Source: an optimization exercise on an open RTL-to-GDS flow (aim: small area, a short achievable clock period and few clock cycles). Production flows keep margins and buffers that such runs may drop.
In this exercise RTL edits were held to simulation tests only and were not proved equivalent to the original.

// axi_matrix_accelerator
module axi_matrix_accelerator #(
    parameter ADDR_W = 32,
    parameter DATA_W = 32
) (
    input  logic clk,
    input  logic rst_n,
    input  logic [ADDR_W-1:0] s_axi_awaddr,
    input  logic        s_axi_awvalid,
    output logic        s_axi_awready,
    input  logic [DATA_W-1:0] s_axi_wdata,
    input  logic        s_axi_wvalid,
    output logic        s_axi_wready,
    output logic        s_axi_bvalid,
    output logic [1:0]  s_axi_bresp,
    input  logic        s_axi_bready,
    input  logic [ADDR_W-1:0] s_axi_araddr,
    input  logic        s_axi_arvalid,
    output logic        s_axi_arready,
    output logic [DATA_W-1:0] s_axi_rdata,
    output logic [1:0]  s_axi_rresp,
    output logic        s_axi_rvalid,
    input  logic        s_axi_rready,
    input  logic [DATA_W-1:0] s_axis_a_tdata,
    input  logic        s_axis_a_tvalid,
    output logic        s_axis_a_tready,
    input  logic        s_axis_a_tlast,
    input  logic [DATA_W-1:0] s_axis_b_tdata,
    input  logic        s_axis_b_tvalid,
    output logic        s_axis_b_tready,
    input  logic        s_axis_b_tlast,
    output logic [DATA_W-1:0] m_axis_c_tdata,
    output logic        m_axis_c_tvalid,
    input  logic        m_axis_c_tready,
    output logic        m_axis_c_tlast
);
For scale: about 3,900 cells after synthesis, roughly 800 flip-flops, roughly 250 I/O pins, roughly 43,000 µm² of cells after synthesis.
clock: 11.0 ns
lec_check: 0
abc_area: 1
cap_margin: 20
core_margin: 2
core_utilization: 45
cts_buf_list: sky130_fd_sc_hd__clkbuf_16
cts_cluster_diameter: 120
cts_cluster_size: 22
slew_margin: 20
standard.sh (not shown) runs the stock make flow with config.mk's settings and CLKGATE_MAP_FILE= SYNTH_SCRIPT=/design/flow/synth_recipe.tcl, a recipe that flattens the netlist after the stock synthesis.
==> flow/flow/run.sh <==
#!/bin/bash
# The standard layout (the standard.sh, unchanged synthesis), with
#  - the port buffers made of sky130_fd_sc_hd__buf_2 (ORFS otherwise picks a
#    delay cell); every port still gets its buffer.
# make's output goes to make_finish.log; each step's full log stays in orfs/logs/.
set -euo pipefail
MARGIN=$(cat flow/margin.txt)
bash standard.sh SETUP_SLACK_MARGIN=$MARGIN \
    "BUFFER_PORTS_ARGS=-buffer_cell sky130_fd_sc_hd__buf_2" finish > make_finish.log 2>&1
==> flow/flow/margin.txt <==
7.0
Testbench counts at the start, summed over its fixed seeds: cycles 9,492.
Change:
==> flow/flow/margin.txt (replaced) <==
6.5
Settings changed: ABC_AREA 1 to not set, ABC_CLOCK_PERIOD_IN_PS set to 3500, CTS_BUF_LIST sky130_fd_sc_hd__clkbuf_16 to not set, CTS_CLUSTER_DIAMETER 120 to not set, CTS_CLUSTER_SIZE 22 to not set.
Outcome:
- design area is lower slightly
- global-route usage fell by 0.56 points
- maximum frequency goes down by roughly a tenth
- synthesized area went down by a few percent
- register-to-register slack gets worse by 0.41 ns
- sequential share of layout area increases by 0.82 points
- worst setup slack degrades by 0.41 ns
- hold slack loses 0.048 ns
- die area is lower by a few percent

Starting RTL as in the previous note.
Settings: LEC_CHECK=0, ABC_AREA=1, CAP_MARGIN=20, CORE_MARGIN=2, CORE_UTILIZATION=45, CTS_BUF_LIST=sky130_fd_sc_hd__clkbuf_16, CTS_CLUSTER_DIAMETER=120, CTS_CLUSTER_SIZE=22, SLEW_MARGIN=20; clock period 11.0 ns.
==> flow/flow/margin.txt <==
6.7
Scripts as last shown in full above: flow/flow/run.sh
Testbench counts at the start, summed over its fixed seeds: cycles 9,492.
==> next run, changes <==
==> flow/flow/margin.txt (replaced) <==
7.3
PLACE_DENSITY = 0.7   (was default)
The changed run finished clean.
Clock-buffer cell count came out lower by 2.
Synthesized cell count is unchanged.
Via count came out higher by 5.6%.
Sequential share of layout area came out lower by 1.8 points.
Worst hold slack loses 0.015 ns.
Design area came out higher by 3.8%.
Utilization came out higher by 1.8 points.
==> next run, changes <==
==> flow/flow/margin.txt (replaced) <==
7.2
ABC_AREA = default   (was 1)
ABC_CLOCK_PERIOD_IN_PS = 3500   (was default)
CTS_BUF_LIST = default   (was sky130_fd_sc_hd__clkbuf_16)
CTS_CLUSTER_DIAMETER = default   (was 120)
CTS_CLUSTER_SIZE = default   (was 22)
PLACE_DENSITY = default   (was 0.7)
Result: The new run finished clean. Synthesized area falls by 4.5%. Cell count falls by 20%. Critical path depth rises by 3. Wire length falls by 6.2%. Count of clock-buffer cells in the layout rises by 68. Die area falls by 4.4%. Hold slack is about the same. Non-clock buffer count rises by 9. Worst setup slack is worse by 0.19 ns.
==> next run, changes <==
==> flow/flow/margin.txt (replaced) <==
7.5
ABC_CLOCK_PERIOD_IN_PS = default   (was 3500)
CTS_BUF_LIST = sky130_fd_sc_hd__clkbuf_8   (was default)
CTS_CLUSTER_SIZE = 24   (was default)
Outcome: Cell count went up by about 4%; register-to-register slack is better by 0.05 ns; via count went up by 3.6%; global-route usage went up by 0.64 points; worst hold slack barely changes; core utilization went up by 1.7 points; setup slack is better by 0.052 ns; clock-buffer cell count went up by 32; critical path depth went up by 1; clock skew went down by 0.011 ns.
==> next run, changes <==
==> flow/flow/margin.txt (replaced) <==
7.3
ABC_AREA = 1   (was default)
CTS_BUF_LIST = sky130_fd_sc_hd__clkbuf_16   (was sky130_fd_sc_hd__clkbuf_8)
CTS_CLUSTER_DIAMETER = 120   (was default)
CTS_CLUSTER_SIZE = 22   (was 24)
PLACE_DENSITY = 0.8   (was default)
Worst hold slack gains 0.0078 ns; clock skew went up by 0.0052 ns; die area went up by a few percent; flip-flop and latch count does not change; register-to-register slack gains 0.16 ns; final cell count went up by about a fifth; wire length went up by a few percent; synthesized cell count went up by well over a third; global-route usage went down by 0.95 points.

== lane 1 ==
axi_matrix_accelerator again, from the RTL that the note above started with.
==> flow/design.v (excerpt) <==
module axi_matrix_accelerator #(
    parameter ADDR_W = 32,
    parameter DATA_W = 32
) (
    input  logic clk,
    input  logic rst_n,
    input  logic [ADDR_W-1:0] s_axi_awaddr,
    input  logic        s_axi_awvalid,
    output logic        s_axi_awready,
    input  logic [DATA_W-1:0] s_axi_wdata,
    input  logic        s_axi_wvalid,
    output logic        s_axi_wready,
    output logic        s_axi_bvalid,
    output logic [1:0]  s_axi_bresp,
    input  logic        s_axi_bready,
    input  logic [ADDR_W-1:0] s_axi_araddr,
    input  logic        s_axi_arvalid,
    output logic        s_axi_arready,
    output logic [DATA_W-1:0] s_axi_rdata,
    output logic [1:0]  s_axi_rresp,
    output logic        s_axi_rvalid,
    input  logic        s_axi_rready,
    input  logic [DATA_W-1:0] s_axis_a_tdata,
    input  logic        s_axis_a_tvalid,
    output logic        s_axis_a_tready,
    input  logic        s_axis_a_tlast,
    input  logic [DATA_W-1:0] s_axis_b_tdata,
    input  logic        s_axis_b_tvalid,
    output logic        s_axis_b_tready,
    input  logic        s_axis_b_tlast,
    output logic [DATA_W-1:0] m_axis_c_tdata,
    output logic        m_axis_c_tvalid,
    input  logic        m_axis_c_tready,
    output logic        m_axis_c_tlast
);
    logic [DATA_W-1:0] cfg_m;
    logic [DATA_W-1:0] cfg_k;
    logic [DATA_W-1:0] cfg_n;
    logic              job_end;
    axi_lite_ctrl_wrapper u_ctrl (
        .clk            (clk),
        .rst_n          (rst_n),
        .s_axi_awaddr   (s_axi_awaddr),
        .s_axi_awvalid  (s_axi_awvalid),
        .s_axi_awready  (s_axi_awready),
        .s_axi_wdata    (s_axi_wdata),
        .s_axi_wvalid   (s_axi_wvalid),
        .s_axi_wready   (s_axi_wready),
        .s_axi_bvalid   (s_axi_bvalid),
        .s_axi_bresp    (s_axi_bresp),
        .s_axi_bready   (s_axi_bready),
        .s_axi_araddr   (s_axi_araddr),
        .s_axi_arvalid  (s_axi_arvalid),
        .s_axi_arready  (s_axi_arready),
        .s_axi_rdata    (s_axi_rdata),
        .s_axi_rresp    (s_axi_rresp),
        .s_axi_rvalid   (s_axi_rvalid),
        .s_axi_rready   (s_axi_rready),
        .cfg_m          (cfg_m),
        .cfg_k          (cfg_k),
        .cfg_n          (cfg_n),
  ...
export LEC_CHECK = 0
export CAP_MARGIN = 20
export CORE_MARGIN = 2
export CORE_UTILIZATION = 45
export CTS_BUF_LIST = sky130_fd_sc_hd__clkbuf_16
export CTS_CLUSTER_DIAMETER = 135
export CTS_CLUSTER_SIZE = 26
export SLEW_MARGIN = 20
create_clock -name core_clock -period 11.0 [get_ports {clk}]
==> flow/flow/margin.txt <==
7.0
Scripts as last shown in full above: flow/flow/run.sh
Per the final summary, lane 1 finished and its layout is clean on timing, DRC and antenna.
Testbench counts of lane 1, summed over its fixed seeds: cycles 9,492.
[inputs] lane 2 vs lane 1
# lane 1
export LEC_CHECK = 0
export CAP_MARGIN = 20
export CORE_MARGIN = 2
export CORE_UTILIZATION = 45
export CTS_BUF_LIST = sky130_fd_sc_hd__clkbuf_16
export CTS_CLUSTER_DIAMETER = 135
export CTS_CLUSTER_SIZE = 26
export SLEW_MARGIN = 20
create_clock -name core_clock -period 11.0 [get_ports {clk}]
# lane 2
export LEC_CHECK = 0
export ABC_CLOCK_PERIOD_IN_PS = 1200
export CAP_MARGIN = 20
export CORE_MARGIN = 2
export CORE_UTILIZATION = 45
export SLEW_MARGIN = 20
create_clock -name core_clock -period 11.0 [get_ports {clk}]
==> flow/flow/margin.txt <==
7.5
Findings:
Capturing instance or port of the critical path: u_compute.out_q[30] -> lane 2, u_compute.out_q[31] -> lane 1. Hold slack (lower): lane 2. Lane 2 against lane 1: proportion of synthesized area in mux cells held; transition time of the tightest slew-check pin picked up an extra 0.025 ns. Taking lane 1 as 1.0, lane 2 lands at 2.4 on clock buffer count from CTS. Higher sequential share of layout area goes to lane 1 over lane 2. Lane 2 gives more worst-case setup margin in the final layout than lane 1 did. Comparing lane 1 with lane 2, the via count normalized by instance count came out essentially unchanged. | critical path data arrival time | higher: lane 1 |. Final standard cell count with taps included and fillers excluded of lane 2 exceeds that of lane 1 by a few percent. Lane 2 vs lane 1: total length of routed wires up by a few percent.
--- input diff lane 2..lane 3 ---
# lane 2
export LEC_CHECK = 0
export ABC_CLOCK_PERIOD_IN_PS = 1200
export CAP_MARGIN = 20
export CORE_MARGIN = 2
export CORE_UTILIZATION = 45
export SLEW_MARGIN = 20
create_clock -name core_clock -period 11.0 [get_ports {clk}]
# lane 3
export LEC_CHECK = 0
export CAP_MARGIN = 20
export CORE_MARGIN = 2
export CORE_UTILIZATION = 45
export CTS_BUF_LIST = sky130_fd_sc_hd__clkbuf_16
export CTS_CLUSTER_DIAMETER = 150
export CTS_CLUSTER_SIZE = 30
export SLEW_MARGIN = 20
create_clock -name core_clock -period 11.0 [get_ports {clk}]
==> flow/flow/margin.txt <==
7.0
--- outcome ---
- Changes observed in lane 3 relative to lane 2: overall routed net length saw a decrease; minimum clock period after layout moved up.
- Worst path required time on lane 3 is up relative to lane 2.
- Lane 3 ended up with sky130_fd_sc_hd__fa_2 as its library cell contributing the largest single delay on the critical path; lane 2 ended up with sky130_fd_sc_hd__fa_1.
- In the tables for lane 2 and lane 3, combined buffer and inverter count along the critical path reads lower with lane 3.
- On lane 3: worst-case hold slack is 0.0038 ns lower than what lane 2 gave.
For lane 4, these inputs were changed with respect to lane 3:
# lane 3
export LEC_CHECK = 0
export CAP_MARGIN = 20
export CORE_MARGIN = 2
export CORE_UTILIZATION = 45
export CTS_BUF_LIST = sky130_fd_sc_hd__clkbuf_16
export CTS_CLUSTER_DIAMETER = 150
export CTS_CLUSTER_SIZE = 30
export SLEW_MARGIN = 20
create_clock -name core_clock -period 11.0 [get_ports {clk}]
# lane 4
export LEC_CHECK = 0
export CAP_MARGIN = 20
export CORE_MARGIN = 2
export CORE_UTILIZATION = 45
export CTS_BUF_LIST = sky130_fd_sc_hd__clkbuf_16
export CTS_CLUSTER_DIAMETER = 120
export CTS_CLUSTER_SIZE = 22
export SLEW_MARGIN = 20
create_clock -name core_clock -period 11.0 [get_ports {clk}]
==> summary.txt <==
As far as critical path depth goes, lane 4 and lane 3 are indistinguishable; the numbers are identical.
Lane 4 ends up with a sequential fraction of total cell area that is 0.39 points lower than in lane 3.
Total clock buffers created by CTS grows by more than a quarter when moving from lane 3 to lane 4.
Compared with lane 3, lane 4 shows a higher met3 track utilization from global routing.
The lower number of H-tree levels came out of lane 3.
Lane 4 and lane 3 ended up with nearly the same worst-case clock skew.
Higher global-route usage was reported by lane 4, not lane 3.
~same final net count in lane 4 and lane 3
NOTE count of clock-buffer cells in the layout lane 3->lane 4 increased by more than a quarter
Going from lane 3 to lane 4, relative area change from synthesis to final layout grows by 0.83 points.
diff inputs: lane 4 => lane 5
# lane 4
export LEC_CHECK = 0
export CAP_MARGIN = 20
export CORE_MARGIN = 2
export CORE_UTILIZATION = 45
export CTS_BUF_LIST = sky130_fd_sc_hd__clkbuf_16
export CTS_CLUSTER_DIAMETER = 120
export CTS_CLUSTER_SIZE = 22
export SLEW_MARGIN = 20
create_clock -name core_clock -period 11.0 [get_ports {clk}]
# lane 5
export LEC_CHECK = 0
export ABC_CLOCK_PERIOD_IN_PS = 2000
export CAP_MARGIN = 20
export CORE_MARGIN = 2
export CORE_UTILIZATION = 45
export SLEW_MARGIN = 20
create_clock -name core_clock -period 11.0 [get_ports {clk}]
==> flow/flow/margin.txt <==
7.5
--- outcome ---
Total length of routed wires for lane 5 is higher than for lane 4.
Re met2 wire length: lane 5 is about 4.4% up on lane 4.
Of lane 5 and lane 4, the higher hold slack belongs to lane 5.
Cmp lane 5 and lane 4 / clock buffer and inverter area fraction after layout / higher: lane 5
Compared with lane 4, in lane 5 cell area after layout increased about 9%.

==> what the ideal ports hide <==
Ports are ideal in the flow. The routed layouts listed here were re-timed in OpenROAD.
Step 1 sets driving cells, clkbuf_16 on the clock port and buf_2 on the other inputs (assumed; they add their load-dependent delay and slew).
Step 2 times the ports against the registers' clock, not the clock port: input delays grow and output delays shrink by t, the midpoint of the rising clock arrivals with the driver on.
Three values: ideal ports, drivers, drivers and shift; two values: the first two.
run	t, ns	slack for setup (ns)	pins driven straight from the clock port
the first run of note 1	0.679	7.091 / 7.091 / 6.767	1
the second run of note 1	0.725	6.677 / 6.677 / 6.237	1
the first run of note 2	0.675	6.801 / 6.801 / 6.778	1
the second run of note 2	0.679	7.144 / 7.144 / 6.901	1
the third run of note 2	0.738	6.954 / 6.954 / 6.735	1
the fourth run of note 2	0.887	7.006 / 7.006 / 6.680	1
the fifth run of note 2	0.691	7.169 / 7.169 / 6.729	1
lane 1	0.673	6.918 / 6.918 / 6.527	1
lane 2	0.740	6.995 / 6.995 / 6.826	1
lane 3	0.730	6.952 / 6.952 / 6.457	1
lane 4	0.686	6.929 / 6.929 / 6.495	1
lane 5	0.740	6.995 / 6.995 / 6.826	1
After both steps every run listed still meets setup and hold. The setup slack of lane 3, which loses most, moves by 0.000 ns with the drivers and by -0.495 ns with both steps.
